From an optimization exercise on the open Yosys and OpenROAD flow, aimed at small area and a short achievable clock period; shortcuts taken in it are not production practice.
RTL that was checked went through simulation tests only; none was proved equivalent to the original.
The clock input has no modelled driver; a real chip could not lean on it and would need a root buffer or a full tree.
No activity file was given, so power comes from the tool's default toggle rates.

## CPU
module CPU (clk, input_8bit, output_8bit, cmd_addr, cmd_8bit, rst);
export LEC_CHECK = 0
export CAP_MARGIN = 20
export CORE_MARGIN = 2
export CORE_UTILIZATION = 40
export SETUP_SLACK_MARGIN = 2.55
export SLEW_MARGIN = 20
create_clock -name core_clock -period 6.0 [get_ports {clk}]
standard.sh (not shown) runs the stock make flow with config.mk's settings and CLKGATE_MAP_FILE= SYNTH_SCRIPT=/design/flow/synth_recipe.tcl, a recipe that flattens the netlist after the stock synthesis.
==> flow/flow/run.sh <==
#!/bin/bash
# Own layout flow: the standard ORFS flow (standard.sh), with these changes:
#  - synthesis is the standard flow's synthesis script unchanged except for the abc script
#    (flow/abc.script, an area-oriented mapping); registers are mapped by the
#    same dfflibmap step before abc, so their names and cells are unchanged;
#  - extra ORFS make variables, one per line, from flow/make_args
#    (port buffer cell, clock tree options).
# Every tool's output goes to flow.log in the work folder, and ORFS writes its
# own per-step logs under orfs/logs.
set -euo pipefail
W=$(pwd)
sed 's#log_cmd abc {\*}\$abc_args#log_cmd abc -script '"$W"'/flow/abc.script {*}[lrange $abc_args 2 end]#' \
  "$FLOW_HOME/scripts/synth.tcl" > "$W/my_synth.tcl"
grep -q 'flow/abc.script' "$W/my_synth.tcl"
sed "s#source \$::env(SCRIPTS_DIR)/synth.tcl#source $W/my_synth.tcl#" "$W/synth_recipe.tcl" > "$W/my_synth_recipe.tcl"
grep -q 'my_synth.tcl' "$W/my_synth_recipe.tcl"
sed "s#SYNTH_SCRIPT=[^ ]*#SYNTH_SCRIPT=$W/my_synth_recipe.tcl#" "$W/standard.sh" > "$W/my_standard.sh"
grep -q 'my_synth_recipe.tcl' "$W/my_standard.sh"
args=()
if [[ -f "$W/flow/make_args" ]]; then
  while IFS= read -r line; do
    [[ -n "$line" && "$line" != \#* ]] && args+=("$line")
  done < "$W/flow/make_args"
fi
bash "$W/my_standard.sh" "${args[@]}" finish > "$W/flow.log" 2>&1
==> flow/flow/abc.script <==
strash
&get -n
&dch
&nf -R 1000 -p
&put
==> flow/flow/make_args <==
BUFFER_PORTS_ARGS=-buffer_cell sky130_fd_sc_hd__buf_2
CTS_ARGS=-sink_clustering_enable -repair_clock_nets -dont_use_dummy_load -sink_clustering_size 30 -sink_clustering_max_diameter 150
SYNTH_KEEP_MODULES=OVT_AOI22 OVT_NAND4 OVT_AOI41 OVT_NEN
The starting point passed the timing, design-rule and antenna checks.
Rerun with:
--- a/flow/flow/make_args
+++ b/flow/flow/make_args
@@ -3 +3,2 @@
 SYNTH_KEEP_MODULES=OVT_AOI22 OVT_NAND4 OVT_AOI41 OVT_NEN
+REMOVE_ABC_BUFFERS=1
- SETUP_SLACK_MARGIN: 2.55 -> 2.4
=> Power fell by 1.2%; core utilization is lower by 2.8 points; wire length went down by 1.8%; count of clock-buffer cells in the layout stays the same; global-route usage is higher by 0.73 points; worst hold slack loses 19 ps; first-iteration DRC count rises by about 17%; cell area drops by about 5.6%; synthesized cell count stays the same; maximum frequency came out lower by about 1.3%; register-to-register slack improved by 280 ps.
Rerun with:
--- a/flow/flow/make_args
+++ b/flow/flow/make_args
@@ -3,2 +3 @@
 SYNTH_KEEP_MODULES=OVT_AOI22 OVT_NAND4 OVT_AOI41 OVT_NEN
-REMOVE_ABC_BUFFERS=1
- SETUP_SLACK_MARGIN: 2.4 -> 2.9
What happened:
- clock-buffer cell count stays the same
- routed wire length shrinks by 0.67%
- global-route usage shrinks by 0.64 points
- non-clock buffer count grows by 11
- sequential power grows by about 0.9%
No run of this note included a check of the RTL's function; only the layout flow was run.

---

Setup of run 1:
Another version of the RTL of CPU (not shown whole).
Size: about 280 cells after synthesis, roughly 59 flip-flops, about 0.0032 mm2 of cells after synthesis.
export LEC_CHECK = 0
export CAP_MARGIN = 20
export CORE_MARGIN = 2
export CORE_UTILIZATION = 40
export SETUP_SLACK_MARGIN = 2.5
export SLEW_MARGIN = 20
create_clock -name core_clock -period 6.0 [get_ports {clk}]
==> flow/flow/run.sh <==
#!/bin/bash
# Own layout flow: the standard ORFS flow (standard.sh), with these changes:
#  - synthesis is the standard flow's synthesis script unchanged except for the abc script
#    (flow/abc.script, an area-oriented mapping) and any extra abc options
#    in flow/abc_args (cells abc may not use); registers are mapped by the
#    same dfflibmap step before abc, so their names and cells are unchanged;
#  - extra ORFS make variables, one per line, from flow/make_args
#    (port buffer cell, clock tree options, kept modules); @W@ in a line
#    stands for the work folder.
#  - optionally (flow/late_margin) a different setup slack margin for the
#    steps after clock tree synthesis.
# Every tool's output goes to flow.log (and flow_finish.log) in the work folder, and ORFS writes its
# own per-step logs under orfs/logs.
set -euo pipefail
W=$(pwd)
extra=""
[[ -f "$W/flow/abc_args" ]] && extra=$(tr '\n' ' ' < "$W/flow/abc_args")
sed 's#log_cmd abc {\*}\$abc_args#log_cmd abc -script '"$W"'/flow/abc.script {*}[lrange $abc_args 2 end] '"$extra"'#' \
  "$FLOW_HOME/scripts/synth.tcl" > "$W/my_synth.tcl"
grep -q 'flow/abc.script' "$W/my_synth.tcl"
sed "s#source \$::env(SCRIPTS_DIR)/synth.tcl#source $W/my_synth.tcl#" "$W/synth_recipe.tcl" > "$W/my_synth_recipe.tcl"
grep -q 'my_synth.tcl' "$W/my_synth_recipe.tcl"
sed "s#SYNTH_SCRIPT=[^ ]*#SYNTH_SCRIPT=$W/my_synth_recipe.tcl#" "$W/standard.sh" > "$W/my_standard.sh"
grep -q 'my_synth_recipe.tcl' "$W/my_standard.sh"
args=()
if [[ -f "$W/flow/make_args" ]]; then
  while IFS= read -r line; do
    [[ -n "$line" && "$line" != \#* ]] && args+=("${line//@W@/$W}")
  done < "$W/flow/make_args"
fi
if [[ -f "$W/flow/late_margin" ]]; then
  # up to clock tree synthesis with config.mk's SETUP_SLACK_MARGIN, the rest
  # (global route's repair) with the margin in flow/late_margin
  bash "$W/my_standard.sh" "${args[@]}" cts > "$W/flow.log" 2>&1
  bash "$W/my_standard.sh" "${args[@]}" "SETUP_SLACK_MARGIN=$(tr -d ' \n' < "$W/flow/late_margin")" finish > "$W/flow_finish.log" 2>&1
else
  bash "$W/my_standard.sh" "${args[@]}" finish > "$W/flow.log" 2>&1
fi
==> flow/flow/late_margin <==
2.3
Scripts as last shown in full above: flow/flow/abc.script
Other scripts of this flow, unchanged in this note and not shown: flow/flow/make_args, flow/flow/pre_cts.tcl
## Diff of input files: run 2 against run 1
-- flow/flow/run.sh --
<<< run 1, line 8
#    (port buffer cell, clock tree options, kept modules); @W@ in a line
#    stands for the work folder.
#  - optionally (flow/late_margin) a different setup slack margin for the
#    steps after clock tree synthesis.
# Every tool's output goes to flow.log (and flow_finish.log) in the work folder, and ORFS writes its
# own per-step logs under orfs/logs.
set -euo pipefail
>>> run 2, line 8
#    (port buffer cell, clock tree options, kept modules); @W@ in a line
#    stands for the work folder.
# Every tool's output goes to flow.log in the work folder, and ORFS writes its
# own per-step logs under orfs/logs.
set -euo pipefail
<<< run 1, line 29
  done < "$W/flow/make_args"
fi
if [[ -f "$W/flow/late_margin" ]]; then
  # up to clock tree synthesis with config.mk's SETUP_SLACK_MARGIN, the rest
  # (global route's repair) with the margin in flow/late_margin
  bash "$W/my_standard.sh" "${args[@]}" cts > "$W/flow.log" 2>&1
  bash "$W/my_standard.sh" "${args[@]}" "SETUP_SLACK_MARGIN=$(tr -d ' \n' < "$W/flow/late_margin")" finish > "$W/flow_finish.log" 2>&1
else
  bash "$W/my_standard.sh" "${args[@]}" finish > "$W/flow.log" 2>&1
fi
>>> run 2, line 27
  done < "$W/flow/make_args"
fi
bash "$W/my_standard.sh" "${args[@]}" finish > "$W/flow.log" 2>&1
removed: flow/flow/late_margin
==> results.txt <==
The final layout from run 2, which completed every stage, passed the timing, design-rule and antenna checks at the end of the flow.
Power in sequential cells: run 1 vs run 2 — no meaningful difference
Looking at combined area of the multi-input logic cells, run 2 sits about 1% higher than run 1 does.
Sort run 2 and run 1 by peak per-stage delay on the critical path asc -> top: run 2
In every run of this note, the design's own scripts or RTL, not TritonCTS, make the clock network.

[what the ideal ports hide]
The results above use ideal ports. As a check the final layouts listed here were re-extracted and re-timed, cells and wires unchanged. Step 1 sets driving cells, clkbuf_16 on the clock port and buf_2 on the other inputs (assumed; they add their load-dependent delay and slew). Step 2 times the ports against the registers' clock, not the clock port: input delays grow and output delays shrink by t, the midpoint of the rising clock arrivals with the driver on. Slacks: no drivers / after step 1 / after step 2; pairs: no drivers / after step 1.
run	t (ns)	slack for setup (ns)	cell pins on the clock port's net
the first run of note 1	0.358	2.542 / 2.494 / 2.339	1
the second run of note 1	0.369	2.498 / 2.464 / 2.404	1
the third run of note 1	0.353	2.648 / 2.597 / 2.585	1
run 1	0.211	2.515 / 2.431 / 2.431	4
run 2	0.213	2.540 / 2.394 / 2.394	4
After both steps every run listed still meets setup and hold. For the first run of note 1, which loses most, drivers alone change the setup slack by -0.048 ns; drivers and shift together by -0.203 ns.
